Source: an optimization exercise on an open RTL-to-GDS flow (aim: small area and a short achievable clock period). Production flows keep margins and buffers that such runs may drop. The RTL was checked by simulation tests, not by an equivalence proof against the original design. The clock input has no modelled driver; a real chip could not lean on it and would need a root buffer or a full tree. Power is estimated from default activity; no workload was simulated.

indigo:
==> flow/design.v <==
module dpram (
    clK,
    wr_EN,
    wr_LO,
    wr_HI,
    wr_DATA,
    rd_SELn,
    rd_DATA
    );
    parameter DATA = 16;
    parameter ADDR = 5;
    localparam DEPTH = 1 << ADDR;
    localparam GROUPS = DEPTH / 4;
    input  wire              clK;
    input  wire              wr_EN;
    input  wire [3:0]        wr_LO;
    input  wire [GROUPS-1:0] wr_HI;
    input  wire [DATA-1:0]   wr_DATA;
    input  wire [DEPTH-1:0]  rd_SELn;      
    output reg  [DATA-1:0]   rd_DATA;
    reg  [DATA*DEPTH-1:0] Memory;
    wire [DATA*DEPTH-1:0] Memory_nxt;
    wire [DATA-1:0]       rd_mux;
    wire [GROUPS-1:0]     wr_grp;
    genvar r, b, g;
    generate
        for (g = 0; g < GROUPS; g = g + 1) begin : grp
            dpram_wgrp wgrp (
                .en(wr_EN),
                .sel(wr_HI[g]),
                .we(wr_grp[g])
                );
        end
        for (r = 0; r < DEPTH; r = r + 1) begin : row
            wire we   = wr_grp[r / 4] & wr_LO[r % 4];
            wire hold = ~we;
            for (b = 0; b < DATA; b = b + 1) begin : bt
                dpram_wbit wbit (
                    .we(we),
                    .hold(hold),
                    .d(wr_DATA[b]),
                    .q(Memory[r*DATA + b]),
                    .nxt(Memory_nxt[r*DATA + b])
                    );
            end
        end
        for (b = 0; b < DATA; b = b + 1) begin : col
            wire [DEPTH-1:0] bits;
            for (r = 0; r < DEPTH; r = r + 1) begin : pick
                assign bits[r] = Memory[r*DATA + b];
            end
            dpram_rcol #(.DEPTH(DEPTH)) rcol (
                .bits(bits),
                .seln(rd_SELn),
                .y(rd_mux[b])
                );
        end
    endgenerate
    always @(posedge clK) begin
        Memory  <= Memory_nxt;
        rd_DATA <= rd_mux;
    end
endmodule
module dpram_wgrp (en, sel, we);
    input  wire en;
    input  wire sel;
    output wire we;
    assign we = en & sel;
endmodule
module dpram_wbit (we, hold, d, q, nxt);
    input  wire we;
    input  wire hold;
    input  wire d;
    input  wire q;
    output wire nxt;
    assign nxt = (d & we) | (q & hold);
endmodule
module dpram_rcol (bits, seln, y);
    parameter DEPTH = 32;
    input  wire [DEPTH-1:0] bits;
    input  wire [DEPTH-1:0] seln;
    output wire             y;
    assign y = &(bits | seln);
endmodule
module fifo (
    clK,
    fifo_WR,
    fifo_IN,
    fifo_RD,
    fifo_OUT,
    rsT,
    statuS
    );
    parameter DATA = 16;
    parameter ADDR = 5;
    localparam DEPTH = 1 << ADDR;
    localparam GROUPS = DEPTH / 4;
    input clK;
    input  wire              fifo_WR;
    input  wire [DATA-1:0]   fifo_IN;
    input  wire              fifo_RD;
    output wire [DATA-1:0]   fifo_OUT;
    input  wire              rsT;
    output wire [1:0]        statuS;
    reg         [3:0]        Write_Lo;
    reg         [GROUPS-1:0] Write_Hi;
    reg         [DEPTH-1:0]  Read_Sel_n;
    reg         [1:0]        Diff;
    dpram #(.DATA(DATA), .ADDR(ADDR)) Fifomem (
        .clK(clK),
        .wr_EN(fifo_WR),
        .wr_LO(Write_Lo),
        .wr_HI(Write_Hi),
        .wr_DATA(fifo_IN),
        .rd_SELn(Read_Sel_n),
        .rd_DATA(fifo_OUT)
        );
    assign statuS = Diff;
    wire read_shift = fifo_RD & ~rsT;
    wire read_hold  = ~fifo_RD & ~rsT;
    wire [DEPTH-1:0] read_sel_n_nxt;
    wire             read_sel_0;
    fifo_ring_bit ring0 (
        .shift(read_shift),
        .hold(read_hold),
        .set(rsT),
        .prev(~Read_Sel_n[DEPTH-1]),
        .cur(~Read_Sel_n[0]),
        .nxt(read_sel_0)
        );
    assign read_sel_n_nxt[0] = ~read_sel_0;
    genvar r;
    generate
        for (r = 1; r < DEPTH; r = r + 1) begin : ring
            fifo_ring_bit rbit (
                .shift(read_shift),
                .hold(read_hold),
                .set(rsT),
                .prev(Read_Sel_n[r-1]),
                .cur(Read_Sel_n[r]),
                .nxt(read_sel_n_nxt[r])
                );
        end
    endgenerate
    always @(posedge clK)
        Read_Sel_n <= read_sel_n_nxt;
    always @(posedge clK) begin
        if (rsT) begin
            Write_Lo <= 4'b0001;
            Write_Hi <= {{(GROUPS-1){1'b0}}, 1'b1};
            Diff     <= 0;
        end
        else begin
            if (fifo_WR) begin
                Write_Lo <= {Write_Lo[2:0], Write_Lo[3]};
                if (Write_Lo[3])
                    Write_Hi <= {Write_Hi[GROUPS-2:0], Write_Hi[GROUPS-1]};
            end
            if (fifo_WR & ~fifo_RD)
                Diff <= Diff + 1'b1;
            else if (fifo_RD & ~fifo_WR)
                Diff <= Diff - 1'b1;
        end
    end
endmodule
module fifo_ring_bit (shift, hold, set, prev, cur, nxt);
    input  wire shift;
    input  wire hold;
    input  wire set;
    input  wire prev;
    input  wire cur;
    output wire nxt;
    assign nxt = set | (shift & prev) | (hold & cur);
endmodule
==> flow/config.mk <==
export PLATFORM = sky130hd
export DESIGN_NAME = fifo
export DESIGN_NICKNAME = fifo
export VERILOG_FILES = /design/flow/design.v
export SDC_FILE = /design/flow/constraint.sdc
export NUM_CORES = 4
export LEC_CHECK = 0
export CAP_MARGIN = 20
export CORE_MARGIN = 2
export CORE_UTILIZATION = 70
export SETUP_SLACK_MARGIN = 1.55
export SLEW_MARGIN = 20
export SYNTH_HIERARCHICAL = 1
export TNS_END_PERCENT = 30
==> flow/constraint.sdc <==
create_clock -name core_clock -period 3.0 [get_ports {clK}]
set_input_delay 0.6000 -clock core_clock [delete_from_list [all_inputs] [get_ports {clK}]]
set_output_delay 0.6000 -clock core_clock [all_outputs]
set_load 0.01 [all_outputs]
standard.sh (not shown) runs the stock make flow with config.mk's settings and CLKGATE_MAP_FILE= SYNTH_SCRIPT=/design/flow/synth_recipe.tcl, a recipe that flattens the netlist after the stock synthesis.
==> flow/flow/run.sh <==
#!/bin/bash
# Layout flow: the standard flow (standard.sh), except that the clock
# tree is the fixed two-stage tree of flow/clocktree.tcl (clock port -> one
# clkbuf_16 per quadrant -> one clkbuf_8 per strip of about 16 flip-flops)
# instead of TritonCTS's three-stage tree. flow/pre_cts.tcl puts
# it in place of clock_tree_synthesis inside ORFS's CTS step. The
# read-pointer flip-flops (Read_Sel_n) hang on the root buffers, one stage
# earlier than the rest: useful skew for the read mux paths they start.
# Port buffers are buf_2 instead of the delay buffer buffer_ports picks.
set -euo pipefail
W=$(pwd)
export PRE_CTS_TCL="$W/flow/pre_cts.tcl"
export BUFFER_PORTS_ARGS="-buffer_cell sky130_fd_sc_hd__buf_2"
bash standard.sh PRE_CTS_TCL="$PRE_CTS_TCL" BUFFER_PORTS_ARGS="$BUFFER_PORTS_ARGS" finish > "$W/standard_flow.log" 2>&1
Other scripts of this flow, unchanged in this note and not shown: flow/flow/clocktree.tcl, flow/flow/pre_cts.tcl
indigo: done, clean on timing, DRC and antenna
diff inputs: indigo => quartz
# indigo
export LEC_CHECK = 0
export CAP_MARGIN = 20
export CORE_MARGIN = 2
export CORE_UTILIZATION = 70
export SETUP_SLACK_MARGIN = 1.55
export SLEW_MARGIN = 20
export SYNTH_HIERARCHICAL = 1
export TNS_END_PERCENT = 30
create_clock -name core_clock -period 3.0 [get_ports {clK}]
# quartz
export LEC_CHECK = 0
export CAP_MARGIN = 20
export CORE_MARGIN = 2
export CORE_UTILIZATION = 75
export SETUP_SLACK_MARGIN = 1.55
export SLEW_MARGIN = 20
export SYNTH_HIERARCHICAL = 1
create_clock -name core_clock -period 3.0 [get_ports {clK}]
[summary]
indigo finished every step from synthesis to the final layout, and the layout passed the timing, DRC and antenna checks.
quartz: no failed stages, no open violations at the end
quartz against indigo: height of the chip went down 3.3%, final instance area barely changed, reported net switching power picked up an extra 0.045 mW, number of max-slew violations in the final report flat.
quartz vs indigo — ratio of routed vias to standard cells climbed by a few percent
Compared with indigo, quartz has less setup slack.
diff inputs: quartz => amber
# quartz
export LEC_CHECK = 0
export CAP_MARGIN = 20
export CORE_MARGIN = 2
export CORE_UTILIZATION = 75
export SETUP_SLACK_MARGIN = 1.55
export SLEW_MARGIN = 20
export SYNTH_HIERARCHICAL = 1
create_clock -name core_clock -period 3.0 [get_ports {clK}]
# amber
export LEC_CHECK = 0
export CAP_MARGIN = 20
export CORE_MARGIN = 2
export CORE_UTILIZATION = 70
export SETUP_SLACK_MARGIN = 1.68
export SLEW_MARGIN = 20
export SYNTH_HIERARCHICAL = 1
create_clock -name core_clock -period 3.0 [get_ports {clK}]
[summary]
- Of amber and quartz, the run reporting the higher tap cell instance count was amber.
- Die area on amber is up relative to quartz.
- amber — first-pass GRT wire length about 4% higher, quartz as reference
- Route | amber vs quartz | wire longer in amber
Here is what was changed in the inputs of tundra compared with amber.
# amber
export LEC_CHECK = 0
export CAP_MARGIN = 20
export CORE_MARGIN = 2
export CORE_UTILIZATION = 70
export SETUP_SLACK_MARGIN = 1.68
export SLEW_MARGIN = 20
export SYNTH_HIERARCHICAL = 1
create_clock -name core_clock -period 3.0 [get_ports {clK}]
# tundra
export LEC_CHECK = 0
export CAP_MARGIN = 20
export CORE_MARGIN = 2
export CORE_UTILIZATION = 72
export SETUP_SLACK_MARGIN = 1.55
export SLEW_MARGIN = 20
export SYNTH_HIERARCHICAL = 1
create_clock -name core_clock -period 3.0 [get_ports {clK}]
Results
The lower core utilization of amber and tundra is in tundra.
Going from amber to tundra, design area shrinks by 710 um^2.
On vertical die dimension: between amber and tundra, it ends up lower for tundra.
Going from amber to tundra, sequential fraction of the synthesis area ~0 delta; hold slack -0.0036 ns; final critical path time including I/O delays and setup -0.028 ns; setup slack on the worst flop-to-flop path -0.10 ns.
Setup slack was higher in the run labelled tundra.
In the tables for amber and tundra, number of cells on the critical path reads higher with tundra.
Lower net switching share of the total power goes to tundra over amber.
In every run of this note, the design's own scripts or RTL, not TritonCTS, make the clock network.

## re-timing with driven ports
The flow's constraints put no driver on any port. The routed layouts listed below were extracted and timed again, unchanged, in two steps.
Step 1, drivers: a clkbuf_16 drives clK and a buf_2 each remaining input, both assumed.
Step 2 adds t to the input delays and takes it off the output delays; t is the mean of the earliest and latest rising clock arrival at the registers after step 1. Input paths then give back, and output paths get back, about the clock's delay inside the block.
Three values: ideal ports, drivers, drivers and shift; two values: the first two.
run	t, ns	setup WS [ns]	hold WS [ns]	slew at the worst register clock pin (ns)	worst slew at a driven data input, ns
indigo	0.376	1.494 / 1.428 / 1.263	0.453 / 0.453 / 0.453	0.11 / 0.11	0.05
quartz	0.375	1.469 / 1.448 / 1.240	0.484 / 0.484 / 0.484	0.11 / 0.11	0.04
amber	0.382	1.467 / 1.354 / 1.230	0.482 / 0.436 / 0.482	0.12 / 0.12	0.06
tundra	0.381	1.495 / 1.468 / 1.189	0.479 / 0.479 / 0.479	0.11 / 0.11	0.05
After both steps setup and hold are still met in every run listed. For tundra, which loses most, drivers alone change the setup slack by -0.027 ns; drivers and shift together by -0.306 ns.
